What follows belongs to an exercise in optimizing a design on an open flow for small area, a short achievable clock period and few clock cycles; a production flow would make more cautious choices. Function was checked by simulation only, so behaviour that the tests miss may differ from the original. Power is estimated from default activity; no workload was simulated.

$ cat flow/config.mk
export PLATFORM = sky130hd
export DESIGN_NAME = lc4_core
export DESIGN_NICKNAME = lc4_core
export VERILOG_FILES = /design/flow/design.v
export SDC_FILE = /design/flow/constraint.sdc
export NUM_CORES = 4
export LEC_CHECK = 0
export CAP_MARGIN = 20
export CORE_MARGIN = 2
export CORE_UTILIZATION = 40
export CTS_CLUSTER_DIAMETER = 100
export CTS_CLUSTER_SIZE = 20
export SLEW_MARGIN = 20
$ cat flow/constraint.sdc
create_clock -name core_clock -period 60.0 [get_ports {clk}]
set_input_delay 12.0000 -clock core_clock [delete_from_list [all_inputs] [get_ports {clk}]]
set_output_delay 12.0000 -clock core_clock [all_outputs]
set_load 0.01 [all_outputs]
$ cat flow/design.v
`timescale 1ns / 1ps
`default_nettype none
module lc4_add16(input wire [15:0] a, input wire [15:0] b, input wire ci, output wire [15:0] s, output wire co);
   wire [15:0] p = a ^ b;
   wire [15:0] g0 = a & b;
   wire gc0 = g0[0] | (p[0] & ci);
   wire G0 = g0[1] | (p[1] & gc0);
   wire P0 = p[1] & p[0];
   wire G1 = g0[3] | (p[3] & g0[2]);
   wire P1 = p[3] & p[2];
   wire G2 = g0[5] | (p[5] & g0[4]);
   wire P2 = p[5] & p[4];
   wire G3 = g0[7] | (p[7] & g0[6]);
   wire P3 = p[7] & p[6];
   wire G4 = g0[9] | (p[9] & g0[8]);
   wire P4 = p[9] & p[8];
   wire G5 = g0[11] | (p[11] & g0[10]);
   wire P5 = p[11] & p[10];
   wire G6 = g0[13] | (p[13] & g0[12]);
   wire P6 = p[13] & p[12];
   wire G7 = g0[15] | (p[15] & g0[14]);
   wire P7 = p[15] & p[14];
   wire G8 = G1 | (P1 & G0);
   wire P8 = P1 & P0;
   wire G9 = G3 | (P3 & G2);
   wire P9 = P3 & P2;
   wire G10 = G5 | (P5 & G4);
   wire P10 = P5 & P4;
   wire G11 = G7 | (P7 & G6);
   wire P11 = P7 & P6;
   wire G12 = G9 | (P9 & G8);
   wire P12 = P9 & P8;
   wire G13 = G11 | (P11 & G10);
   wire P13 = P11 & P10;
   wire G14 = G13 | (P13 & G12);
   wire P14 = P13 & P12;
   wire G15 = G10 | (P10 & G12);
   wire P15 = P10 & P12;
   wire G16 = G2 | (P2 & G8);
   wire P16 = P2 & P8;
   wire G17 = G4 | (P4 & G12);
   wire P17 = P4 & P12;
   wire G18 = G6 | (P6 & G15);
   wire P18 = P6 & P15;
   wire G19 = g0[2] | (p[2] & G0);
   wire P19 = p[2] & P0;
   wire G20 = g0[4] | (p[4] & G8);
   wire P20 = p[4] & P8;
   wire G21 = g0[6] | (p[6] & G16);
   wire P21 = p[6] & P16;
   wire G22 = g0[8] | (p[8] & G12);
   wire P22 = p[8] & P12;
   wire G23 = g0[10] | (p[10] & G17);
   wire P23 = p[10] & P17;
   wire G24 = g0[12] | (p[12] & G15);
   wire P24 = p[12] & P15;
   wire G25 = g0[14] | (p[14] & G18);
   wire P25 = p[14] & P18;
   assign s[0] = p[0] ^ ci;
   assign s[1] = p[1] ^ gc0;
   assign s[2] = p[2] ^ G0;
   assign s[3] = p[3] ^ G19;
   assign s[4] = p[4] ^ G8;
   assign s[5] = p[5] ^ G20;
   assign s[6] = p[6] ^ G16;
   assign s[7] = p[7] ^ G21;
   assign s[8] = p[8] ^ G12;
   assign s[9] = p[9] ^ G22;
   assign s[10] = p[10] ^ G17;
   assign s[11] = p[11] ^ G23;
   assign s[12] = p[12] ^ G15;
   assign s[13] = p[13] ^ G24;
   assign s[14] = p[14] ^ G18;
   assign s[15] = p[15] ^ G25;
   assign co = G14;
endmodule
module lc4_add17(input wire [16:0] a, input wire [16:0] b, input wire ci, output wire [16:0] s, output wire co);
   wire [16:0] p = a ^ b;
   wire [16:0] g0 = a & b;
   wire gc0 = g0[0] | (p[0] & ci);
   wire G0 = g0[1] | (p[1] & gc0);
   wire P0 = p[1] & p[0];
   wire G1 = g0[3] | (p[3] & g0[2]);
   wire P1 = p[3] & p[2];
   wire G2 = g0[5] | (p[5] & g0[4]);
   wire P2 = p[5] & p[4];
   wire G3 = g0[7] | (p[7] & g0[6]);
   wire P3 = p[7] & p[6];
   wire G4 = g0[9] | (p[9] & g0[8]);
   wire P4 = p[9] & p[8];
   wire G5 = g0[11] | (p[11] & g0[10]);
   wire P5 = p[11] & p[10];
   wire G6 = g0[13] | (p[13] & g0[12]);
   wire P6 = p[13] & p[12];
   wire G7 = g0[15] | (p[15] & g0[14]);
   wire P7 = p[15] & p[14];
   wire G8 = G1 | (P1 & G0);
   wire P8 = P1 & P0;
   wire G9 = G3 | (P3 & G2);
   wire P9 = P3 & P2;
   wire G10 = G5 | (P5 & G4);
   wire P10 = P5 & P4;
   wire G11 = G7 | (P7 & G6);
   wire P11 = P7 & P6;
   wire G12 = G9 | (P9 & G8);
   wire P12 = P9 & P8;
   wire G13 = G11 | (P11 & G10);
   wire P13 = P11 & P10;
   wire G14 = G13 | (P13 & G12);
   wire P14 = P13 & P12;
   wire G15 = G10 | (P10 & G12);
   wire P15 = P10 & P12;
   wire G16 = G2 | (P2 & G8);
   wire P16 = P2 & P8;
   wire G17 = G4 | (P4 & G12);
   wire P17 = P4 & P12;
   wire G18 = G6 | (P6 & G15);
   wire P18 = P6 & P15;
   wire G19 = g0[2] | (p[2] & G0);
   wire P19 = p[2] & P0;
   wire G20 = g0[4] | (p[4] & G8);
   wire P20 = p[4] & P8;
   wire G21 = g0[6] | (p[6] & G16);
   wire P21 = p[6] & P16;
   wire G22 = g0[8] | (p[8] & G12);
   wire P22 = p[8] & P12;
   wire G23 = g0[10] | (p[10] & G17);
   wire P23 = p[10] & P17;
   wire G24 = g0[12] | (p[12] & G15);
   wire P24 = p[12] & P15;
   wire G25 = g0[14] | (p[14] & G18);
   wire P25 = p[14] & P18;
   wire G26 = g0[16] | (p[16] & G14);
   wire P26 = p[16] & P14;
   assign s[0] = p[0] ^ ci;
   assign s[1] = p[1] ^ gc0;
   assign s[2] = p[2] ^ G0;
   assign s[3] = p[3] ^ G19;
   assign s[4] = p[4] ^ G8;
   assign s[5] = p[5] ^ G20;
   assign s[6] = p[6] ^ G16;
   assign s[7] = p[7] ^ G21;
   assign s[8] = p[8] ^ G12;
   assign s[9] = p[9] ^ G22;
   assign s[10] = p[10] ^ G17;
   assign s[11] = p[11] ^ G23;
   assign s[12] = p[12] ^ G15;
   assign s[13] = p[13] ^ G24;
   assign s[14] = p[14] ^ G18;
   assign s[15] = p[15] ^ G25;
   assign s[16] = p[16] ^ G14;
   assign co = G26;
endmodule
`timescale 1ns / 1ps
`default_nettype none
module lc4_divider
   (input  wire        clk,
    input  wire        rst,
    input  wire        i_go,         
    input  wire [15:0] i_dividend,   
    input  wire [15:0] i_divisor,
    input  wire        i_div0,       
    output wire        o_done,       
    output wire [15:0] o_shifted,    
    output wire [15:0] o_quotient,
    output wire [15:0] o_remainder);
   reg        busy;
   reg [2:0]  k;
   reg [15:0] rr;
   wire [15:0] a = i_dividend;
   wire [15:0] b = i_divisor;
   wire [16:0] cmp_s;
   wire        cmp_c;
   lc4_add17 cmp (.a({3'd0, a[15:2]}), .b(~{1'b0, b}), .ci(1'b1), .s(cmp_s), .co(cmp_c));
   wire fast = ~busy & ~cmp_c;
   wire [15:0] rin  = fast ? {2'd0, a[15:2]} : busy ? rr : 16'd0;
   wire [1:0]  bits = fast ? a[1:0] : a[15:14];
   wire [15:0] rs1, rs0;
   wire [1:0]  qc;
   lc4_div_row row1 (.i_r(rin), .i_bit(bits[1]), .i_b(b), .o_q(qc[1]), .o_r(rs1));
   lc4_div_row row0 (.i_r(rs1), .i_bit(bits[0]), .i_b(b), .o_q(qc[0]), .o_r(rs0));
   assign o_done      = i_div0 | fast | (busy & (k == 3'd0));
   assign o_shifted   = {a[13:0], qc};
   assign o_quotient  = {busy ? a[13:0] : 14'd0, qc};
   assign o_remainder = rs0;
   always @(posedge clk) begin
      if (rst)
        busy <= 1'b0;
      else if (i_go)
        busy <= ~o_done;
      k  <= busy ? k - 3'd1 : 3'd6;
      rr <= rs0;
   end
endmodule
module lc4_div_row
   (input  wire [15:0] i_r,
    input  wire        i_bit,
    input  wire [15:0] i_b,
    output wire        o_q,
    output wire [15:0] o_r);
   wire [16:0] t = {i_r, i_bit};
   wire [16:0] d;
   lc4_add17 sub (.a(t), .b(~{1'b0, i_b}), .ci(1'b1), .s(d), .co(o_q));
   assign o_r = o_q ? d[15:0] : t[15:0];
endmodule
`timescale 1ns / 1ps
`default_nettype none
module lc4_mul16
   (input  wire [15:0] i_a,
    input  wire [15:0] i_b,
    output wire [15:0] o_p);
   wire pp0_0 = i_a[0] & i_b[0];
   wire pp0_1 = i_a[0] & i_b[1];
   wire pp0_2 = i_a[0] & i_b[2];
   wire pp0_3 = i_a[0] & i_b[3];
   wire pp0_4 = i_a[0] & i_b[4];
   wire pp0_5 = i_a[0] & i_b[5];
   wire pp0_6 = i_a[0] & i_b[6];
   wire pp0_7 = i_a[0] & i_b[7];
   wire pp0_8 = i_a[0] & i_b[8];
   wire pp0_9 = i_a[0] & i_b[9];
   wire pp0_10 = i_a[0] & i_b[10];
   wire pp0_11 = i_a[0] & i_b[11];
   wire pp0_12 = i_a[0] & i_b[12];
   wire pp0_13 = i_a[0] & i_b[13];
   wire pp0_14 = i_a[0] & i_b[14];
   wire pp0_15 = i_a[0] & i_b[15];
   wire pp1_0 = i_a[1] & i_b[0];
   wire pp1_1 = i_a[1] & i_b[1];
   wire pp1_2 = i_a[1] & i_b[2];
   wire pp1_3 = i_a[1] & i_b[3];
   wire pp1_4 = i_a[1] & i_b[4];
   wire pp1_5 = i_a[1] & i_b[5];
   wire pp1_6 = i_a[1] & i_b[6];
   wire pp1_7 = i_a[1] & i_b[7];
   wire pp1_8 = i_a[1] & i_b[8];
   wire pp1_9 = i_a[1] & i_b[9];
   wire pp1_10 = i_a[1] & i_b[10];
   wire pp1_11 = i_a[1] & i_b[11];
   wire pp1_12 = i_a[1] & i_b[12];
   wire pp1_13 = i_a[1] & i_b[13];
   wire pp1_14 = i_a[1] & i_b[14];
   wire pp2_0 = i_a[2] & i_b[0];
   wire pp2_1 = i_a[2] & i_b[1];
   wire pp2_2 = i_a[2] & i_b[2];
   wire pp2_3 = i_a[2] & i_b[3];
   wire pp2_4 = i_a[2] & i_b[4];
   wire pp2_5 = i_a[2] & i_b[5];
   wire pp2_6 = i_a[2] & i_b[6];
   wire pp2_7 = i_a[2] & i_b[7];
   wire pp2_8 = i_a[2] & i_b[8];
   wire pp2_9 = i_a[2] & i_b[9];
   wire pp2_10 = i_a[2] & i_b[10];
   wire pp2_11 = i_a[2] & i_b[11];
   wire pp2_12 = i_a[2] & i_b[12];
   wire pp2_13 = i_a[2] & i_b[13];
   wire pp3_0 = i_a[3] & i_b[0];
   wire pp3_1 = i_a[3] & i_b[1];
   wire pp3_2 = i_a[3] & i_b[2];
   wire pp3_3 = i_a[3] & i_b[3];
   wire pp3_4 = i_a[3] & i_b[4];
   wire pp3_5 = i_a[3] & i_b[5];
   wire pp3_6 = i_a[3] & i_b[6];
   wire pp3_7 = i_a[3] & i_b[7];
   wire pp3_8 = i_a[3] & i_b[8];
   wire pp3_9 = i_a[3] & i_b[9];
   wire pp3_10 = i_a[3] & i_b[10];
   wire pp3_11 = i_a[3] & i_b[11];
   wire pp3_12 = i_a[3] & i_b[12];
   wire pp4_0 = i_a[4] & i_b[0];
   wire pp4_1 = i_a[4] & i_b[1];
   wire pp4_2 = i_a[4] & i_b[2];
   wire pp4_3 = i_a[4] & i_b[3];
   wire pp4_4 = i_a[4] & i_b[4];
   wire pp4_5 = i_a[4] & i_b[5];
   wire pp4_6 = i_a[4] & i_b[6];
   wire pp4_7 = i_a[4] & i_b[7];
   wire pp4_8 = i_a[4] & i_b[8];
   wire pp4_9 = i_a[4] & i_b[9];
   wire pp4_10 = i_a[4] & i_b[10];
   wire pp4_11 = i_a[4] & i_b[11];
   wire pp5_0 = i_a[5] & i_b[0];
   wire pp5_1 = i_a[5] & i_b[1];
   wire pp5_2 = i_a[5] & i_b[2];
   wire pp5_3 = i_a[5] & i_b[3];
   wire pp5_4 = i_a[5] & i_b[4];
   wire pp5_5 = i_a[5] & i_b[5];
   wire pp5_6 = i_a[5] & i_b[6];
   wire pp5_7 = i_a[5] & i_b[7];
   wire pp5_8 = i_a[5] & i_b[8];
   wire pp5_9 = i_a[5] & i_b[9];
   wire pp5_10 = i_a[5] & i_b[10];
   wire pp6_0 = i_a[6] & i_b[0];
   wire pp6_1 = i_a[6] & i_b[1];
   wire pp6_2 = i_a[6] & i_b[2];
   wire pp6_3 = i_a[6] & i_b[3];
   wire pp6_4 = i_a[6] & i_b[4];
   wire pp6_5 = i_a[6] & i_b[5];
   wire pp6_6 = i_a[6] & i_b[6];
   wire pp6_7 = i_a[6] & i_b[7];
   wire pp6_8 = i_a[6] & i_b[8];
   wire pp6_9 = i_a[6] & i_b[9];
   wire pp7_0 = i_a[7] & i_b[0];
   wire pp7_1 = i_a[7] & i_b[1];
   wire pp7_2 = i_a[7] & i_b[2];
   wire pp7_3 = i_a[7] & i_b[3];
   wire pp7_4 = i_a[7] & i_b[4];
   wire pp7_5 = i_a[7] & i_b[5];
   wire pp7_6 = i_a[7] & i_b[6];
   wire pp7_7 = i_a[7] & i_b[7];
   wire pp7_8 = i_a[7] & i_b[8];
   wire pp8_0 = i_a[8] & i_b[0];
   wire pp8_1 = i_a[8] & i_b[1];
   wire pp8_2 = i_a[8] & i_b[2];
   wire pp8_3 = i_a[8] & i_b[3];
   wire pp8_4 = i_a[8] & i_b[4];
   wire pp8_5 = i_a[8] & i_b[5];
   wire pp8_6 = i_a[8] & i_b[6];
   wire pp8_7 = i_a[8] & i_b[7];
   wire pp9_0 = i_a[9] & i_b[0];
   wire pp9_1 = i_a[9] & i_b[1];
   wire pp9_2 = i_a[9] & i_b[2];
   wire pp9_3 = i_a[9] & i_b[3];
   wire pp9_4 = i_a[9] & i_b[4];
   wire pp9_5 = i_a[9] & i_b[5];
   wire pp9_6 = i_a[9] & i_b[6];
   wire pp10_0 = i_a[10] & i_b[0];
   wire pp10_1 = i_a[10] & i_b[1];
   wire pp10_2 = i_a[10] & i_b[2];
   wire pp10_3 = i_a[10] & i_b[3];
   wire pp10_4 = i_a[10] & i_b[4];
   wire pp10_5 = i_a[10] & i_b[5];
   wire pp11_0 = i_a[11] & i_b[0];
   wire pp11_1 = i_a[11] & i_b[1];
   wire pp11_2 = i_a[11] & i_b[2];
   wire pp11_3 = i_a[11] & i_b[3];
   wire pp11_4 = i_a[11] & i_b[4];
   wire pp12_0 = i_a[12] & i_b[0];
   wire pp12_1 = i_a[12] & i_b[1];
   wire pp12_2 = i_a[12] & i_b[2];
   wire pp12_3 = i_a[12] & i_b[3];
   wire pp13_0 = i_a[13] & i_b[0];
   wire pp13_1 = i_a[13] & i_b[1];
   wire pp13_2 = i_a[13] & i_b[2];
   wire pp14_0 = i_a[14] & i_b[0];
   wire pp14_1 = i_a[14] & i_b[1];
   wire pp15_0 = i_a[15] & i_b[0];
   wire s0, c0;
   lc4_fa fa0 (.a(pp0_2), .b(pp1_1), .c(pp2_0), .s(s0), .co(c0));
   wire s1, c1;
   lc4_fa fa1 (.a(pp0_3), .b(pp1_2), .c(pp2_1), .s(s1), .co(c1));
   wire s2, c2;
   lc4_fa fa2 (.a(pp0_4), .b(pp1_3), .c(pp2_2), .s(s2), .co(c2));
   wire s3 = pp3_1 ^ pp4_0;
   wire c3 = pp3_1 & pp4_0;
   wire s4, c4;
   lc4_fa fa4 (.a(pp0_5), .b(pp1_4), .c(pp2_3), .s(s4), .co(c4));
   wire s5, c5;
   lc4_fa fa5 (.a(pp3_2), .b(pp4_1), .c(pp5_0), .s(s5), .co(c5));
   wire s6, c6;
   lc4_fa fa6 (.a(pp0_6), .b(pp1_5), .c(pp2_4), .s(s6), .co(c6));
   wire s7, c7;
   lc4_fa fa7 (.a(pp3_3), .b(pp4_2), .c(pp5_1), .s(s7), .co(c7));
   wire s8, c8;
   lc4_fa fa8 (.a(pp0_7), .b(pp1_6), .c(pp2_5), .s(s8), .co(c8));
   wire s9, c9;
   lc4_fa fa9 (.a(pp3_4), .b(pp4_3), .c(pp5_2), .s(s9), .co(c9));
   wire s10 = pp6_1 ^ pp7_0;
   wire c10 = pp6_1 & pp7_0;
   wire s11, c11;
   lc4_fa fa11 (.a(pp0_8), .b(pp1_7), .c(pp2_6), .s(s11), .co(c11));
   wire s12, c12;
   lc4_fa fa12 (.a(pp3_5), .b(pp4_4), .c(pp5_3), .s(s12), .co(c12));
   wire s13, c13;
   lc4_fa fa13 (.a(pp6_2), .b(pp7_1), .c(pp8_0), .s(s13), .co(c13));
   wire s14, c14;
   lc4_fa fa14 (.a(pp0_9), .b(pp1_8), .c(pp2_7), .s(s14), .co(c14));
   wire s15, c15;
   lc4_fa fa15 (.a(pp3_6), .b(pp4_5), .c(pp5_4), .s(s15), .co(c15));
   wire s16, c16;
   lc4_fa fa16 (.a(pp6_3), .b(pp7_2), .c(pp8_1), .s(s16), .co(c16));
   wire s17, c17;
   lc4_fa fa17 (.a(pp0_10), .b(pp1_9), .c(pp2_8), .s(s17), .co(c17));
   wire s18, c18;
   lc4_fa fa18 (.a(pp3_7), .b(pp4_6), .c(pp5_5), .s(s18), .co(c18));
   wire s19, c19;
   lc4_fa fa19 (.a(pp6_4), .b(pp7_3), .c(pp8_2), .s(s19), .co(c19));
   wire s20 = pp9_1 ^ pp10_0;
   wire c20 = pp9_1 & pp10_0;
   wire s21, c21;
   lc4_fa fa21 (.a(pp0_11), .b(pp1_10), .c(pp2_9), .s(s21), .co(c21));
   wire s22, c22;
   lc4_fa fa22 (.a(pp3_8), .b(pp4_7), .c(pp5_6), .s(s22), .co(c22));
   wire s23, c23;
   lc4_fa fa23 (.a(pp6_5), .b(pp7_4), .c(pp8_3), .s(s23), .co(c23));
   wire s24, c24;
   lc4_fa fa24 (.a(pp9_2), .b(pp10_1), .c(pp11_0), .s(s24), .co(c24));
   wire s25, c25;
   lc4_fa fa25 (.a(pp0_12), .b(pp1_11), .c(pp2_10), .s(s25), .co(c25));
   wire s26, c26;
   lc4_fa fa26 (.a(pp3_9), .b(pp4_8), .c(pp5_7), .s(s26), .co(c26));
   wire s27, c27;
   lc4_fa fa27 (.a(pp6_6), .b(pp7_5), .c(pp8_4), .s(s27), .co(c27));
   wire s28, c28;
   lc4_fa fa28 (.a(pp9_3), .b(pp10_2), .c(pp11_1), .s(s28), .co(c28));
   wire s29, c29;
   lc4_fa fa29 (.a(pp0_13), .b(pp1_12), .c(pp2_11), .s(s29), .co(c29));
   wire s30, c30;
   lc4_fa fa30 (.a(pp3_10), .b(pp4_9), .c(pp5_8), .s(s30), .co(c30));
   wire s31, c31;
   lc4_fa fa31 (.a(pp6_7), .b(pp7_6), .c(pp8_5), .s(s31), .co(c31));
   wire s32, c32;
   lc4_fa fa32 (.a(pp9_4), .b(pp10_3), .c(pp11_2), .s(s32), .co(c32));
   wire s33 = pp12_1 ^ pp13_0;
   wire c33 = pp12_1 & pp13_0;
   wire s34, c34;
   lc4_fa fa34 (.a(pp0_14), .b(pp1_13), .c(pp2_12), .s(s34), .co(c34));
   wire s35, c35;
   lc4_fa fa35 (.a(pp3_11), .b(pp4_10), .c(pp5_9), .s(s35), .co(c35));
   wire s36, c36;
   lc4_fa fa36 (.a(pp6_8), .b(pp7_7), .c(pp8_6), .s(s36), .co(c36));
   wire s37, c37;
   lc4_fa fa37 (.a(pp9_5), .b(pp10_4), .c(pp11_3), .s(s37), .co(c37));
   wire s38, c38;
   lc4_fa fa38 (.a(pp12_2), .b(pp13_1), .c(pp14_0), .s(s38), .co(c38));
   wire s39, c39;
   lc4_fa fa39 (.a(pp0_15), .b(pp1_14), .c(pp2_13), .s(s39), .co(c39));
   wire s40, c40;
   lc4_fa fa40 (.a(pp3_12), .b(pp4_11), .c(pp5_10), .s(s40), .co(c40));
   wire s41, c41;
   lc4_fa fa41 (.a(pp6_9), .b(pp7_8), .c(pp8_7), .s(s41), .co(c41));
   wire s42, c42;
   lc4_fa fa42 (.a(pp9_6), .b(pp10_5), .c(pp11_4), .s(s42), .co(c42));
   wire s43, c43;
   lc4_fa fa43 (.a(pp12_3), .b(pp13_2), .c(pp14_1), .s(s43), .co(c43));
   wire s44, c44;
   lc4_fa fa44 (.a(c0), .b(s1), .c(pp3_0), .s(s44), .co(c44));
   wire s45, c45;
   lc4_fa fa45 (.a(c1), .b(s2), .c(s3), .s(s45), .co(c45));
   wire s46, c46;
   lc4_fa fa46 (.a(c2), .b(c3), .c(s4), .s(s46), .co(c46));
   wire s47, c47;
   lc4_fa fa47 (.a(c4), .b(c5), .c(s6), .s(s47), .co(c47));
   wire s48 = s7 ^ pp6_0;
   wire c48 = s7 & pp6_0;
   wire s49, c49;
   lc4_fa fa49 (.a(c6), .b(c7), .c(s8), .s(s49), .co(c49));
   wire s50 = s9 ^ s10;
   wire c50 = s9 & s10;
   wire s51, c51;
   lc4_fa fa51 (.a(c8), .b(c9), .c(c10), .s(s51), .co(c51));
   wire s52, c52;
   lc4_fa fa52 (.a(s11), .b(s12), .c(s13), .s(s52), .co(c52));
   wire s53, c53;
   lc4_fa fa53 (.a(c11), .b(c12), .c(c13), .s(s53), .co(c53));
   wire s54, c54;
   lc4_fa fa54 (.a(s14), .b(s15), .c(s16), .s(s54), .co(c54));
   wire s55, c55;
   lc4_fa fa55 (.a(c14), .b(c15), .c(c16), .s(s55), .co(c55));
   wire s56, c56;
   lc4_fa fa56 (.a(s17), .b(s18), .c(s19), .s(s56), .co(c56));
   wire s57, c57;
   lc4_fa fa57 (.a(c17), .b(c18), .c(c19), .s(s57), .co(c57));
   wire s58, c58;
   lc4_fa fa58 (.a(c20), .b(s21), .c(s22), .s(s58), .co(c58));
   wire s59 = s23 ^ s24;
   wire c59 = s23 & s24;
   wire s60, c60;
   lc4_fa fa60 (.a(c21), .b(c22), .c(c23), .s(s60), .co(c60));
   wire s61, c61;
   lc4_fa fa61 (.a(c24), .b(s25), .c(s26), .s(s61), .co(c61));
   wire s62, c62;
   lc4_fa fa62 (.a(s27), .b(s28), .c(pp12_0), .s(s62), .co(c62));
   wire s63, c63;
   lc4_fa fa63 (.a(c25), .b(c26), .c(c27), .s(s63), .co(c63));
   wire s64, c64;
   lc4_fa fa64 (.a(c28), .b(s29), .c(s30), .s(s64), .co(c64));
   wire s65, c65;
   lc4_fa fa65 (.a(s31), .b(s32), .c(s33), .s(s65), .co(c65));
   wire s66, c66;
   lc4_fa fa66 (.a(c29), .b(c30), .c(c31), .s(s66), .co(c66));
   wire s67, c67;
   lc4_fa fa67 (.a(c32), .b(c33), .c(s34), .s(s67), .co(c67));
   wire s68, c68;
   lc4_fa fa68 (.a(s35), .b(s36), .c(s37), .s(s68), .co(c68));
   wire s69, c69;
   lc4_fa fa69 (.a(c34), .b(c35), .c(c36), .s(s69), .co(c69));
   wire s70, c70;
   lc4_fa fa70 (.a(c37), .b(c38), .c(s39), .s(s70), .co(c70));
   wire s71, c71;
   lc4_fa fa71 (.a(s40), .b(s41), .c(s42), .s(s71), .co(c71));
   wire s72 = s43 ^ pp15_0;
   wire c72 = s43 & pp15_0;
   wire s73, c73;
   lc4_fa fa73 (.a(c45), .b(s46), .c(s5), .s(s73), .co(c73));
   wire s74, c74;
   lc4_fa fa74 (.a(c46), .b(s47), .c(s48), .s(s74), .co(c74));
   wire s75, c75;
   lc4_fa fa75 (.a(c47), .b(c48), .c(s49), .s(s75), .co(c75));
   wire s76, c76;
   lc4_fa fa76 (.a(c49), .b(c50), .c(s51), .s(s76), .co(c76));
   wire s77, c77;
   lc4_fa fa77 (.a(c51), .b(c52), .c(s53), .s(s77), .co(c77));
   wire s78 = s54 ^ pp9_0;
   wire c78 = s54 & pp9_0;
   wire s79, c79;
   lc4_fa fa79 (.a(c53), .b(c54), .c(s55), .s(s79), .co(c79));
   wire s80 = s56 ^ s20;
   wire c80 = s56 & s20;
   wire s81, c81;
   lc4_fa fa81 (.a(c55), .b(c56), .c(s57), .s(s81), .co(c81));
   wire s82 = s58 ^ s59;
   wire c82 = s58 & s59;
   wire s83, c83;
   lc4_fa fa83 (.a(c57), .b(c58), .c(c59), .s(s83), .co(c83));
   wire s84, c84;
   lc4_fa fa84 (.a(s60), .b(s61), .c(s62), .s(s84), .co(c84));
   wire s85, c85;
   lc4_fa fa85 (.a(c60), .b(c61), .c(c62), .s(s85), .co(c85));
   wire s86, c86;
   lc4_fa fa86 (.a(s63), .b(s64), .c(s65), .s(s86), .co(c86));
   wire s87, c87;
   lc4_fa fa87 (.a(c63), .b(c64), .c(c65), .s(s87), .co(c87));
   wire s88, c88;
   lc4_fa fa88 (.a(s66), .b(s67), .c(s68), .s(s88), .co(c88));
   wire s89, c89;
   lc4_fa fa89 (.a(c66), .b(c67), .c(c68), .s(s89), .co(c89));
   wire s90, c90;
   lc4_fa fa90 (.a(s69), .b(s70), .c(s71), .s(s90), .co(c90));
   wire s91, c91;
   lc4_fa fa91 (.a(c74), .b(s75), .c(s50), .s(s91), .co(c91));
   wire s92, c92;
   lc4_fa fa92 (.a(c75), .b(s76), .c(s52), .s(s92), .co(c92));
   wire s93, c93;
   lc4_fa fa93 (.a(c76), .b(s77), .c(s78), .s(s93), .co(c93));
   wire s94, c94;
   lc4_fa fa94 (.a(c77), .b(c78), .c(s79), .s(s94), .co(c94));
   wire s95, c95;
   lc4_fa fa95 (.a(c79), .b(c80), .c(s81), .s(s95), .co(c95));
   wire s96, c96;
   lc4_fa fa96 (.a(c81), .b(c82), .c(s83), .s(s96), .co(c96));
   wire s97, c97;
   lc4_fa fa97 (.a(c83), .b(c84), .c(s85), .s(s97), .co(c97));
   wire s98, c98;
   lc4_fa fa98 (.a(c85), .b(c86), .c(s87), .s(s98), .co(c98));
   wire s99 = s88 ^ s38;
   wire c99 = s88 & s38;
   wire s100, c100;
   lc4_fa fa100 (.a(c87), .b(c88), .c(s89), .s(s100), .co(c100));
   wire s101 = s90 ^ s72;
   wire c101 = s90 & s72;
   wire s102, c102;
   lc4_fa fa102 (.a(c93), .b(s94), .c(s80), .s(s102), .co(c102));
   wire s103, c103;
   lc4_fa fa103 (.a(c94), .b(s95), .c(s82), .s(s103), .co(c103));
   wire s104, c104;
   lc4_fa fa104 (.a(c95), .b(s96), .c(s84), .s(s104), .co(c104));
   wire s105, c105;
   lc4_fa fa105 (.a(c96), .b(s97), .c(s86), .s(s105), .co(c105));
   wire s106, c106;
   lc4_fa fa106 (.a(c97), .b(s98), .c(s99), .s(s106), .co(c106));
   wire s107, c107;
   lc4_fa fa107 (.a(c98), .b(c99), .c(s100), .s(s107), .co(c107));
   wire s108, c108;
   lc4_fa fa108 (.a(c106), .b(s107), .c(s101), .s(s108), .co(c108));
   wire [15:0] xx = {s108, c105, c104, c103, c102, s102, c92, c91, s91, c73, s73, c44, s44, s0, pp0_1, pp0_0};
   wire [15:0] yy = {1'b0, s106, s105, s104, s103, 1'b0, s93, s92, 1'b0, s74, 1'b0, s45, 1'b0, 1'b0, pp1_0, 1'b0};
   wire        co_unused;
   lc4_add16 fin (.a(xx), .b(yy), .ci(1'b0), .s(o_p), .co(co_unused));
endmodule
module lc4_fa(input wire a, b, c, output wire s, co);
   assign s  = a ^ b ^ c;
   assign co = (a & b) | (a & c) | (b & c);
endmodule
`timescale 1ns / 1ps
`default_nettype none
module lc4_regfile
   (input  wire        clk,
    input  wire        rst,
    input  wire [2:0]  i_rs,
    output wire [15:0] o_rs_data,
    input  wire [2:0]  i_rt,
    output wire [15:0] o_rt_data,
    input  wire [2:0]  i_rd,
    input  wire [15:0] i_wdata,
    input  wire        i_rd_we);
   reg [15:0] r [0:7];
   wire [15:0] wd = rst ? 16'd0 : i_wdata;
   genvar i;
   for (i = 0; i < 8; i = i + 1) begin : g_reg
      always @(posedge clk)
        if (rst | (i_rd_we & (i_rd == i))) r[i] <= wd;
   end
   assign o_rs_data = r[i_rs];
   assign o_rt_data = r[i_rt];
endmodule
`timescale 1ns / 1ps
`default_nettype none
module lc4_core
   (input  wire        clk,
    input  wire        rst,
    output wire [15:0] o_cur_pc,
    input  wire [15:0] i_cur_insn,
    output wire [15:0] o_dmem_addr,
    input  wire [15:0] i_cur_dmem_data,
    output wire        o_dmem_we,
    output wire [15:0] o_dmem_towrite,
    output wire [1:0]  test_stall,
    output wire [15:0] test_cur_pc,
    output wire [15:0] test_cur_insn,
    output wire        test_regfile_we,
    output wire [2:0]  test_regfile_wsel,
    output wire [15:0] test_regfile_data,
    output wire        test_nzp_we,
    output wire [2:0]  test_nzp_new_bits,
    output wire        test_dmem_we,
    output wire [15:0] test_dmem_addr,
    output wire [15:0] test_dmem_data
    );
   reg [15:0] pc;
   reg [2:0]  nzp;
   reg        x_valid;
   reg [15:0] x_insn, x_pc, x_a;
   reg [2:0]  x_bsel;
   reg        w_valid;
   reg [15:0] w_pc, w_insn, w_val, w_addr;
   reg [2:0]  w_nzp;
   wire        x_stall;
   wire        x_rf_we, x_nzp_we, x_ldr;
   wire [2:0]  x_wsel, x_nzp_alu, ld_nzp;
   wire [15:0] x_res, x_b;
   wire [15:0] f_insn = i_cur_insn;
   wire [3:0]  f_op   = f_insn[15:12];
   wire [2:0]  f_asel = (f_op == 4'b0010 || f_op == 4'b1101) ? f_insn[11:9] :
                        (f_op == 4'b1000) ? 3'd7 : f_insn[8:6];
   wire [2:0]  f_bsel = (f_op == 4'b0111) ? f_insn[11:9] : f_insn[2:0];
   wire [15:0] rf_a;
   wire        x_wr = x_valid & x_rf_we;
   lc4_regfile rf (.clk(clk), .rst(rst),
                   .i_rs(f_asel), .o_rs_data(rf_a),
                   .i_rt(x_bsel), .o_rt_data(x_b),
                   .i_rd(x_wsel), .i_wdata(x_res), .i_rd_we(x_wr & ~x_stall));
   wire [15:0] f_a = (x_wr && x_wsel == f_asel) ? x_res : rf_a;
   wire [2:0]  f_nzp = ~(x_valid & x_nzp_we) ? nzp : x_ldr ? ld_nzp : x_nzp_alu;
   wire        f_taken = |(f_insn[11:9] & f_nzp);
   wire [15:0] pc1;
   wire [16:0] pc_c;
   assign pc_c[0] = 1'b1;
   genvar i;
   for (i = 0; i < 16; i = i + 1) begin : g_pc1
      assign pc1[i]    = pc[i] ^ pc_c[i];
      assign pc_c[i+1] = pc[i] & pc_c[i];
   end
   wire        f_br   = (f_op == 4'b0000);
   wire        f_sign = f_br ? f_insn[8] : f_insn[10];
   wire [10:0] f_off  = {f_br ? {2{f_insn[8]}} : f_insn[10:9], f_insn[8:0]};
   wire [11:0] t_lo   = {1'b0, pc1[10:0]} + {1'b0, f_off};
   wire [4:0]  t_hi   = (t_lo[11] & ~f_sign) ? pc1[15:11] + 5'd1 :
                        (~t_lo[11] & f_sign) ? pc1[15:11] - 5'd1 : pc1[15:11];
   wire [15:0] f_tgt  = {t_hi, t_lo[10:0]};
   wire f_jmp   = (f_insn[15:11] == 5'b11001);
   wire f_jsr   = (f_insn[15:11] == 5'b01001);
   wire f_trap  = (f_op == 4'b1111);
   wire f_ind   = (f_insn[15:11] == 5'b11000) | (f_insn[15:11] == 5'b01000) |
                  (f_op == 4'b1000);                         
   wire f_seq   = ~(f_br | f_jmp | f_jsr | f_trap | f_ind);
   wire [15:0] f_npc =
      ({16{(f_br & f_taken) | f_jmp}} & f_tgt) |
      ({16{(f_br & ~f_taken) | f_seq}} & pc1) |
      ({16{f_jsr}}  & {pc[15], f_insn[10:0], 4'b0000}) |
      ({16{f_trap}} & {8'h80, f_insn[7:0]}) |
      ({16{f_ind}}  & f_a);
   wire [15:0] d_shifted;
   always @(posedge clk) begin
      if (rst) begin
         pc      <= 16'h8200;
         x_valid <= 1'b0;
      end else if (!x_stall) begin
         pc      <= f_npc;
         x_valid <= 1'b1;
      end
      if (!x_stall) begin
         x_insn <= f_insn;
         x_pc   <= pc;
         x_bsel <= f_bsel;
      end
      x_a <= x_stall ? d_shifted : f_a;
   end
   assign o_cur_pc = pc;
   wire [3:0] x_op = x_insn[15:12];
   wire x_arith = (x_op == 4'b0001);
   wire x_cmp   = (x_op == 4'b0010);
   wire x_jsrx  = (x_op == 4'b0100);
   wire x_logic = (x_op == 4'b0101);
   wire x_str   = (x_op == 4'b0111);
   wire x_const = (x_op == 4'b1001);
   wire x_shift = (x_op == 4'b1010);
   wire x_hic   = (x_op == 4'b1101);
   wire x_trap  = (x_op == 4'b1111);
   assign x_ldr = (x_op == 4'b0110);
   wire x_ari_r = x_arith & ~x_insn[5];
   wire x_mul   = x_ari_r & (x_insn[4:3] == 2'b01);
   wire x_sub   = x_ari_r & (x_insn[4:3] == 2'b10);
   wire x_div   = x_ari_r & (x_insn[4:3] == 2'b11);
   wire x_mod   = x_shift & (x_insn[5:4] == 2'b11);
   wire x_shr   = x_shift & (x_insn[5] ^ x_insn[4]);    
   wire x_sll   = x_shift & (x_insn[5:4] == 2'b00);
   assign x_rf_we  = x_arith | x_jsrx | x_logic | x_ldr | x_const | x_shift | x_hic | x_trap;
   assign x_nzp_we = x_rf_we | x_cmp;
   assign x_wsel   = (x_jsrx | x_trap) ? 3'd7 : x_insn[11:9];
   wire [15:0] addr = x_a + {{10{x_insn[5]}}, x_insn[5:0]};
   wire [15:0] sx5 = {{11{x_insn[4]}}, x_insn[4:0]};
   wire [15:0] op2 = x_arith ? (x_insn[5] ? sx5 : x_b) :
                     (x_insn[8:7] == 2'b10) ? {{9{x_insn[6]}}, x_insn[6:0]} :
                     (x_insn[8:7] == 2'b11) ? {9'd0, x_insn[6:0]} : x_b;
   wire        x_neg = x_sub | x_cmp;
   wire        x_sgn = x_cmp & ~x_insn[7];
   wire [16:0] sum;
   wire        sum_co;
   lc4_add17 alu_add (.a({x_sgn & x_a[15], x_a}),
                      .b({x_sgn & op2[15], op2} ^ {17{x_neg}}),
                      .ci(x_neg), .s(sum), .co(sum_co));
   wire        c_lt = sum[16];
   wire        c_eq = (sum[15:0] == 16'd0);
   wire [15:0] x_a_rev, onehot;
   for (i = 0; i < 16; i = i + 1) begin : g_rev
      assign x_a_rev[i] = x_a[15-i];
      assign onehot[i]  = (x_insn[3:0] == i);
   end
   wire [15:0] m_a = x_shr ? x_a_rev : x_a;
   wire [15:0] m_b = x_shift ? onehot : x_b;
   wire [15:0] prod, prod_rev;
   lc4_mul16 mul (.i_a(m_a), .i_b(m_b), .o_p(prod));
   for (i = 0; i < 16; i = i + 1) begin : g_prev
      assign prod_rev[i] = prod[15-i];
   end
   wire [15:0] sra_fill = {16{x_a[15] & ~x_insn[5]}} & ~(16'hFFFF >> x_insn[3:0]);
   wire        div0 = (x_b == 16'd0);
   wire        d_done;
   wire [15:0] quo, rem;
   lc4_divider div (.clk(clk), .rst(rst), .i_go(x_valid & (x_div | x_mod)),
                    .i_dividend(x_a), .i_divisor(x_b), .i_div0(div0),
                    .o_done(d_done), .o_shifted(d_shifted),
                    .o_quotient(quo), .o_remainder(rem));
   assign x_stall = x_valid & (x_div | x_mod) & ~d_done;
   reg [15:0] lg;
   always @* begin
      if (x_insn[5]) lg = x_a & sx5;
      else case (x_insn[4:3])
             2'b00: lg = x_a & x_b;
             2'b01: lg = ~x_a;
             2'b10: lg = x_a | x_b;
             default: lg = x_a ^ x_b;
           endcase
   end
   wire [15:0] x_pc1;
   wire [16:0] xpc_c;
   assign xpc_c[0] = 1'b1;
   for (i = 0; i < 16; i = i + 1) begin : g_xpc1
      assign x_pc1[i]    = x_pc[i] ^ xpc_c[i];
      assign xpc_c[i+1]  = x_pc[i] & xpc_c[i];
   end
   wire s_sum  = x_arith & ~x_mul & ~x_div;
   wire s_prod = (x_arith & x_mul) | x_sll;
   wire s_rsh  = x_shr;
   wire s_quo  = x_div & ~div0;
   wire s_rem  = x_mod & ~div0;
   wire [15:0] res =
      ({16{s_sum}}   & sum[15:0]) |
      ({16{s_prod}}  & prod) |
      ({16{s_rsh}}   & (prod_rev | sra_fill)) |
      ({16{s_quo}}   & quo) |
      ({16{s_rem}}   & rem) |
      ({16{x_logic}} & lg) |
      ({16{x_ldr}}   & i_cur_dmem_data) |
      ({16{x_const}} & {{7{x_insn[8]}}, x_insn[8:0]}) |
      ({16{x_hic}}   & {x_insn[7:0], x_a[7:0]}) |
      ({16{x_jsrx | x_trap}} & x_pc1);
   assign x_res = res;
   wire [2:0] res_nzp = {res[15], res == 16'd0, ~res[15] & (res != 16'd0)};
   assign x_nzp_alu = x_cmp ? {c_lt, c_eq, ~c_lt & ~c_eq} : res_nzp;
   wire   ld_zero = (i_cur_dmem_data == 16'd0);
   assign ld_nzp  = {i_cur_dmem_data[15], ld_zero, ~i_cur_dmem_data[15] & ~ld_zero};
   always @(posedge clk) begin
      if (rst)
        nzp <= 3'b000;
      else if (x_valid & x_nzp_we & ~x_stall)
        nzp <= x_nzp_alu;
   end
   assign o_dmem_addr    = addr;
   assign o_dmem_we      = x_valid & x_str;
   assign o_dmem_towrite = x_b;
   always @(posedge clk) begin
      if (rst)
        w_valid <= 1'b0;
      else
        w_valid <= x_valid & ~x_stall;
      w_pc   <= x_pc;
      w_insn <= x_insn;
      w_nzp  <= x_nzp_alu;
      w_addr <= addr;
      w_val  <= x_str ? x_b : res;
   end
   wire [3:0] w_op = w_insn[15:12];
   wire w_jsrx = (w_op == 4'b0100) | (w_op == 4'b1111);
   wire w_rf   = (w_op == 4'b0001) | (w_op == 4'b0100) | (w_op == 4'b0101) |
                 (w_op == 4'b0110) | (w_op == 4'b1001) | (w_op == 4'b1010) |
                 (w_op == 4'b1101) | (w_op == 4'b1111);
   assign test_stall        = {1'b0, ~w_valid};
   assign test_cur_pc       = w_pc;
   assign test_cur_insn     = w_insn;
   assign test_regfile_we   = w_rf;
   assign test_regfile_wsel = w_jsrx ? 3'd7 : w_insn[11:9];
   assign test_regfile_data = w_val;
   assign test_nzp_we       = w_rf | (w_op == 4'b0010);
   assign test_nzp_new_bits = w_nzp;
   assign test_dmem_we      = (w_op == 4'b0111);
   assign test_dmem_addr    = w_addr;
   assign test_dmem_data    = w_val;
endmodule
$ cat flow/run.sh
#!/bin/bash
# synth_recipe.tcl (not shown) runs the flow's synth.tcl, then flattens the netlist and writes it again
# the make line also repeats each setting of config.mk as NAME=value (left out here)
make -C /OpenROAD-flow-scripts/flow DESIGN_CONFIG=/design/flow/config.mk WORK_HOME=/design/flow/orfs CLKGATE_MAP_FILE= SYNTH_SCRIPT=/design/flow/synth_recipe.tcl finish
==> reports/metrics.yaml, run 1 <==
status:
  status: "complete, no violations"
logic_synthesis:
  synth_compound_gate_area_share_pct: 19.8
  synth_simple_gate_area_share_pct: 14.3
  synthArstFlopShare_pct: 0
  postSynthAreaPerCell_um2: 9.18
  yosysWarnings: 4
  synth_xor_area_share_pct: 3.78
  synth_fa_ha_area_share_pct: 18.9
  synth_edf_count: 163
  ys_types: 102
  synth_top_family_by_area: "compound AO/OA/AOI/OAI gates"
  ys_ff_latch: 287
  synth_cells: 2543
  syn-cell-area_um2: 23300
  ys_seq_area_share_pct: 31.6
  yosys_most_used_dff: "edfxtp_1"
  muxShareOfSynthArea_pct: 4.97
  synthesis.nets: 2862
final_layout:
  area_delta_synth_final_pct: 14.0
  drive_above_1_share_pct: 7.68
  largest_register_ffs: 128
  regMostFlops: "rf.r"
  regArea_um2: 7380
  final_core_util_pct: 46.1
  multi_input_area_um2: 14500
  fin_nets: 2985
  stdcell_area_um2: 26600
  antenna_cells: 0
  finalNonFillerCells: 3446
  num-fill-cells: 5647
cts:
  cts.sinks: 287
  cts_setup_buffers: 0
  clk_pin_slew_worst_paths_ps: 80
  clkLatencyLatePin_ps: 590
  htreeDepth: 1
  cts_tree: "built"
  numCtsBuffers: 21
  clk_path_buf_depth: 3
  ctsHoldBuffers: 0
  root_buffer: "clkbuf_16"
  cts_resized: 0
worst_setup_path:
  r2r_end: "pc[14]"
  startpoint_type: "flip-flop"
  crit_path_end_kind: "output pin"
  reg2regPathDepth: 40
  critPathArrivalTime_ps: 5060
  worstPathMaxFanout: 19
  worstSetupPathType: "reg2out"
  r2r_setup_slack_ps: 46800
  r2r_start: "x_bsel[0]"
  worstPathRequired_ps: 48000
sta:
  fin_crit_ps: 17060
  finalCritPeriodShare_pct: 28.4
  final.setup.tns_ps: 0
  max_freq_ghz: 0.0586
  finalHoldViolations: 0
  setup_viol: 0
  worstMarginPinSlew_ps: 1160
  clock_skew_ps: 24.8
  rsz0062_at_grt: "no"
  maxSlewViolCount: 0
  relSlewSlack_pct: 22.6
power_and_ir_drop:
  p_seq_share_pct: 18.5
  internal_power_uw: 732
  switching_share_pct: 51.6
  combPwrFrac_pct: 71.6
  p_leak_nw: 11.2
  peakVddDrop_v: 0.000113
  p_clk_share_pct: 9.9
  net-switching-power_uw: 781
  p_per_area_nw_per_um2: 56.9
  power_mw: 1.51
global_route:
  grt_max_degree: 65
  track_usage_pct: 30.3
  antenna_found_initial: 2
  overflow: 0
  grt_pass1_wl_um: 137000
  grt_pass1_vias: 21100
min_path:
  hold_depth: 0
  min_to: "w_pc[5]"
  hold_path.class: "reg2reg"
  min_from: "x_pc[5]"
detailed_routing:
  avgRoutedWirePerCell_um: 27.1
  drt-initial-drc-count: 2312
  routed_wl_um: 93300
  dr_total_vias: 21300
  vias_per_cell: 6.17
  ant_nets: 0
  drcViolationCount: 0
  drt-pass1-iter-count: 9
floorplanning:
  die-width_um: 246
  ios: 174
  dieArea_um2: 60300
  core_area_um2: 57700
  start_util_pct: 40.5
  fp-row-count: 88
  die_y_um: 246
placement:
  hpwl_um: 69200
  dp.cells: 3407
  place_area_um2: 25900
  gp_congestion: 1.03
  portBuffers: 172
job:
  maxCapViolations: 0
-- power by group through the flow --
stage / combinational, mW / sequential, mW / clock [mW]
2_1_floorplan: 0.642 / 0.286 / 0
3_3_place_gp: 1.03 / 0.283 / 0
3_5_place_dp: 1.04 / 0.284 / 0
4_1_cts: 1.05 / 0.280 / 0.152
5_1_grt: 1.16 / 0.284 / 0.158
6_report: 1.08 / 0.280 / 0.150
-- cells in the mapped netlist (17+ instances only) --
cell	count	area [um2]
nand2_1	237	890
nor2_1	235	882
inv_1	212	796
a21oi_1	178	891
ha_1	171	2140
edfxtp_1	163	4890
o21ai_0	132	661
dfxtp_1	124	2480
fa_1	114	2280
clkbuf_1	95	357
mux2i_1	73	731
xnor2_1	64	561
nand3_1	47	235
a21o_1	36	270
xor2_1	34	298
nor3_1	32	160
a221oi_1	29	254
o21a_1	29	218
o22ai_1	29	181
nand2b_1	28	175
a211oi_1	24	180
buf_4	24	180
nor2b_1	24	150
and2_1	21	131
o221ai_1	21	184
o31ai_1	21	158
mux2_2	20	225
a31oi_1	19	119
buf_2	17	85.1
or3_1	17	106
-- area by class of cell --
cell class | instances | share of cell area [%]
clock buffers | 30 | 2.10
inverters | 212 | 2.99
clock inverters | 8 | 0.353
multi-input cells | 1890 | 54.4
repair buffers | 254 | 8.78
flip-flops and latches | 287 | 27.7
well taps | 765 | 3.60
-- worst max-delay path, stage by stage (launching register included) --
cell	delay, ps
edfxtp_1	810
ha_1	360
a21o_1	170
a21oi_1	260
o21ai_0	110
a21oi_1	250
o21bai_1	100
a21oi_1	230
nor2b_1	80
o21a_1	180
o21ai_0	150
nand2b_1	70
a21oi_1	220
nor2b_1	70
o21a_1	180
o21ai_0	150
nand2b_1	80
a21oi_1	190
xor2_1	250
clkdlybuf4s50_1	580
-- placed cells by master, fill, tap and decap left out, types with 24 or more instances in the layout --
cell type          n
nor2b_1           24
nand2b_1          28
a21oi_1          175
a211oi_1          24
dfxtp_1          124
edfxtp_1         163
nand2_1          237
mux2i_1           73
nand3_1           47
o22ai_1           28
xor2_1            34
fa_1             114
xnor2_1           64
a221oi_1          29
o21a_1            29
ha_1             171
buf_4             82
clkdlybuf4s50_1  172
a21o_1            36
o21ai_0          132
nor2_1           235
inv_1            211
nor3_1            31
-- kinds of logic (layout without fill, tap and decap cells) --
family	after synthesis	in the layout
DFF	287	287
muxes	103	103
xor gates and xnor gates	99	99
buffers and inverters	366	504
other	1	1
and+or+nand+nor	724	724
AOI/OAI and AO/OA	678	678
adders and majority gates	285	285
-- through the flow --
| stage | worst slack, ps | hold WS (ps) |
|---|---|---|
| 6_report | 42940 | 385 |
| 3_3_place_gp | 43710 | 369 |
| 3_5_place_dp | 43600 | 368 |
| 5_1_grt | 42490 | 399 |
| 4_1_cts | 42950 | 386 |
| 2_1_floorplan | 44700 | 346 |
-- worst max path at each step --
stage               startpoint               to  slack, ps  cells after the start
CTS                  x_insn[1]  o_dmem_addr[15]      42950                     19
detailed placement   x_insn[1]  o_dmem_addr[15]      43600                     19
global route         x_insn[1]  o_dmem_addr[15]      42490                     19
global placement     x_insn[1]  o_dmem_addr[15]      43710                     19
finish               x_insn[1]  o_dmem_addr[15]      42940                     19
floorplan            x_insn[1]  o_dmem_addr[14]      44700                     19
-- per-layer routing --
layer / routed length (um) / share of wire, % / vias to the layer above / GRT usage (%)
met2: 42100 / 45 / 1176 / 48.6
met4: 6100 / 6.5 / 0 / 16.3
met1: 36800 / 39 / 10500 / 38.9
li1: - / - / 9299 / -
met3: 8180 / 8.8 / 312 / 5.39
met5: 0 / 0 / - / 0
Testbench counts, summed over its fixed seeds: cycles 49,549.
==> inputs of run 2 (changes only) <==
--- a/flow/config.mk
+++ b/flow/config.mk
@@ -8,6 +8,4 @@
 export CAP_MARGIN = 20
 export CORE_MARGIN = 2
 export CORE_UTILIZATION = 40
-export CTS_CLUSTER_DIAMETER = 100
-export CTS_CLUSTER_SIZE = 20
 export SLEW_MARGIN = 20
==> reports/metrics.yaml, run 2 <==
worst_setup_path:
  crit_start: "x_insn[1]"
  slowest_stage: "edfxtp_1"
  critPathArrivalTime_ps: 5000  # -60 ps
  worstPathRequired_ps: 48000  # about the same
  crit_path_end_kind: "output pin"
  worstSetupPathType: "reg2out"
  r2r_end: "pc[14]"
  cpPeakStageDelay_ps: 780  # -30 ps
  crit_chain: "ha_1, a21o_1, a21oi_1, o21ai_0, a21oi_1, o21bai_1, a21oi_1, nor2b_1, o21a_1, o21ai_0, nand2b_1, a21oi_1, nor2b_1, o21a_1, o21ai_0, nand2b_1, a21oi_1, xor2_1, clkdlybuf4s50_1"
  crit_top_cell: "a21oi_1"
  worstPathMaxFanout: 19  # unchanged
  reg2regPathDepth: 40  # unchanged
  r2r_setup_slack_ps: 46840  # +40 ps
  startpoint_type: "flip-flop"
  r2r_start: "x_bsel[0]"
sta:
  final.setup.tns_ps: 0  # unchanged
  clock_skew_ps: 23.1  # -1.66 ps
  finalHoldViolations: 0  # unchanged
  setup_viol: 0  # unchanged
  max_freq_ghz: 0.0588  # +0.39%
  setup_ws_ps: 43000  # +66.3 ps
  finalCritPeriodShare_pct: 28.3  # -0.11 points
  fin_crit_ps: 17000  # -66.3 ps
  finalHoldWorstSlack_ps: 381  # -4.54 ps
  worstMarginPinSlew_ps: 1210  # +48.4 ps
  maxSlewViolCount: 0  # unchanged
  rsz0062_at_grt: "no"
  relSlewSlack_pct: 19.4  # -3.2 points
power_and_ir_drop:
  p_per_area_nw_per_um2: 58.6  # +3.1%
  switching_share_pct: 49.4  # -2.2 points
  combPwrFrac_pct: 67.8  # -3.8 points
  p_clk_share_pct: 14.6  # +4.7 points
  p_leak_nw: 11.5  # +2.7%
  power_mw: 1.59  # +5.3%
  p_seq_share_pct: 17.6  # -0.9 points
  peakVddDrop_v: 0.000112  # -0.98%
  internal_power_uw: 806  # +10%
  net-switching-power_uw: 787  # +0.81%
logic_synthesis:
  yosysMostFrequentCell: "nand2_1"
  ys_ff_latch: 287  # unchanged
  postSynthAreaPerCell_um2: 9.18  # unchanged
  synth_commonest_cells: "nand2_1 (237), nor2_1 (235), inv_1 (212), a21oi_1 (178), ha_1 (171)"
  yosys_most_used_dff: "edfxtp_1"
  yosysTopAreaCell: "edfxtp_1"
  yosysWarnings: 4  # unchanged
  synth_area_leaders: "edfxtp_1 (21%), dfxtp_1 (11%), fa_1 (9.8%), ha_1 (9.2%), a21oi_1 (3.8%)"
  synth_top_area_share_pct: 21.0  # unchanged
  ys_seq_area_share_pct: 31.6  # unchanged
  synthesis.nets: 2862  # unchanged
  synthArstFlopShare_pct: 0  # unchanged
  ys_types: 102  # unchanged
  synth_cells: 2543  # unchanged
  synth_edf_count: 163  # unchanged
  syn-cell-area_um2: 23300  # unchanged
cts:
  cts_resized: 0  # unchanged
  cts_setup_buffers: 0  # unchanged
  root_buffer: "clkbuf_16"
  htreeDepth: 2  # +1
  clk_pin_slew_worst_paths_ps: 60  # -20 ps
  ctsHoldBuffers: 0  # unchanged
  cts.sinks: 287  # unchanged
  clkLatencyLatePin_ps: 570  # -20 ps
  clk_path_buf_depth: 3  # unchanged
  numCtsBuffers: 35  # +67%
  cts_tree: "built"
min_path:
  min_from: "x_pc[5]"
  hold_path.class: "reg2reg"
  hold_depth: 0  # unchanged
  min_to: "w_pc[5]"
final_layout:
  final_core_util_pct: 47.1  # +1.0 points
  num-fill-cells: 5565  # -1.5%
  antenna_cells: 0  # unchanged
  drive_above_1_share_pct: 8.65  # +0.97 points
  area_delta_synth_final_pct: 16.5
  finalNonFillerCells: 3470  # +0.70%
  stdcell_area_um2: 27200  # +2.2%
  fin_nets: 2999  # +0.47%
  largest_register_ffs: 128  # unchanged
  regMostFlops: "rf.r"
  layout_commonest_cell: "nand2_1"
  final_cell_mix: "nand2_1 (237), nor2_1 (235), inv_1 (211), a21oi_1 (175), clkdlybuf4s50_1 (172)"
floorplanning:
  dieArea_um2: 60300  # unchanged
  start_util_pct: 40.5  # unchanged
  fp-row-count: 88  # unchanged
  ios: 174  # unchanged
  core_area_um2: 57700  # unchanged
  die_y_um: 246  # unchanged
  die-width_um: 246  # unchanged
detailed_routing:
  drt-initial-drc-count: 2501  # +8.2%
  routed_wl_um: 93400  # +0.16%
  avgRoutedWirePerCell_um: 26.9  # -0.53%
  vias_per_cell: 6.12  # -0.76%
  drt-pass1-iter-count: 9  # unchanged
  dr_total_vias: 21200  # -0.071%
  ant_nets: 0  # unchanged
  drcViolationCount: 0  # unchanged
placement:
  gp_congestion: 1.03  # unchanged
  pre_cts_ws_ps: 43600  # unchanged
  hpwl_um: 69200  # unchanged
  dp.cells: 3407  # unchanged
  place_area_um2: 25900  # unchanged
  portBuffers: 172  # unchanged
global_route:
  antenna_found_initial: 2  # unchanged
  grt_pass1_wl_um: 137000  # +0.41%
  grt_max_degree: 65  # unchanged
  track_usage_pct: 30.5  # +0.18 points
  overflow: 0  # unchanged
  grt_pass1_vias: 21100  # +0.28%
job:
  maxCapViolations: 0  # unchanged
status:
  status: "complete, no violations"
## run 2: changes by cell type in the layout (fill, tap and decap cells not counted), sizes merged
cell / before / now
clkinvlp: 1 / 0
clkbuf: 30 / 44
bufinv: 0 / 6
clkinv: 1 / 11
inv: 218 / 213
## run 2: cell families (layout without fill, tap and decap cells)
logic type | after synthesis | in the layout | share of synthesized area, %
DFF | 287 | 287 | 31.6
AOI/OAI and AO/OA | 678 | 678 | 19.8
adders and majority gates | 285 | 285 | 18.9
xor gates and xnor gates | 99 | 99 | 3.78
and+or+nand+nor | 724 | 724 | 14.3
other | 1 | 1 | 0.0161
buffers and inverters | 366 | 528 | 6.58
muxes | 103 | 103 | 4.97
## run 2: area by class of cell
class | instances | area [um2] | area share, %
clock buffers | 44 | 982 | 3.61
clock inverters | 18 | 254 | 0.934
inverters | 212 | 796 | 2.93
multi-input cells | 1890 | 14500 | 53.3
flip-flops and latches | 287 | 7380 | 27.1
well taps | 765 | 957 | 3.52
repair buffers | 254 | 2340 | 8.60
## run 2: layer usage
metal	wire length [um]	track usage, %	vias to the layer above
met5	0	0	-
met1	36600	38.9	10400
met2	42300	48.5	1203
met4	5960	17.5	0
li1	-	-	9329
met3	8610	5.53	335
## run 2: worst max-delay path: cells and delay by family (launching register included)
kind / cells / cell delay [ps]
and+or+nand+nor: 4 / 300
DFF: 1 / 780
adders and majority gates: 1 / 350
xor gates and xnor gates: 1 / 240
buffers and inverters: 1 / 580
AOI/OAI and AO/OA: 12 / 2200
## run 2: worst max path at each step
stage / endpoint / slack, ps / depth (start not counted)
floorplan: o_dmem_addr[14] / 44700 / 19
CTS: o_dmem_addr[15] / 42980 / 19
finish: o_dmem_addr[15] / 43000 / 19
global placement: o_dmem_addr[15] / 43710 / 19
global route: o_dmem_addr[15] / 42510 / 19
detailed placement: o_dmem_addr[15] / 43600 / 19
## run 2: power groups by stage
stage | registers (mW) | logic, mW | clock network [mW]
final | 0.281 | 1.08 | 0.233
after global routing | 0.284 | 1.15 | 0.244
after CTS | 0.280 | 1.05 | 0.236
after detailed placement | 0.284 | 1.04 | 0
after global placement | 0.283 | 1.03 | 0
after floorplan | 0.286 | 0.642 | 0

port drivers added, routing unchanged:
In the flow no input, the clock included, has a driving cell. The finished layouts below were timed again as built, in two steps.
Step 1: set_driving_cell puts a clkbuf_16 on clk and a buf_2 on each other input, an assumption about the parent block.
Step 2 times the ports against the registers' clock, not the clock port: input delays grow and output delays shrink by t, the midpoint of the rising clock arrivals with the driver on.
Three values: ideal, step 1, step 2; two values: the first two.
run	t, ns	setup WS [ns]	latest minus earliest clock arrival (ns)	slew at the worst register clock pin (ns)	pins driven straight from the clock port
run 1	0.645	42.936 / 42.869 / 43.513	0.027 / 0.027	0.09 / 0.09	1
run 2	0.621	43.002 / 42.940 / 43.557	0.023 / 0.023	0.08 / 0.08	1
After both steps setup and hold are still met in every run listed.
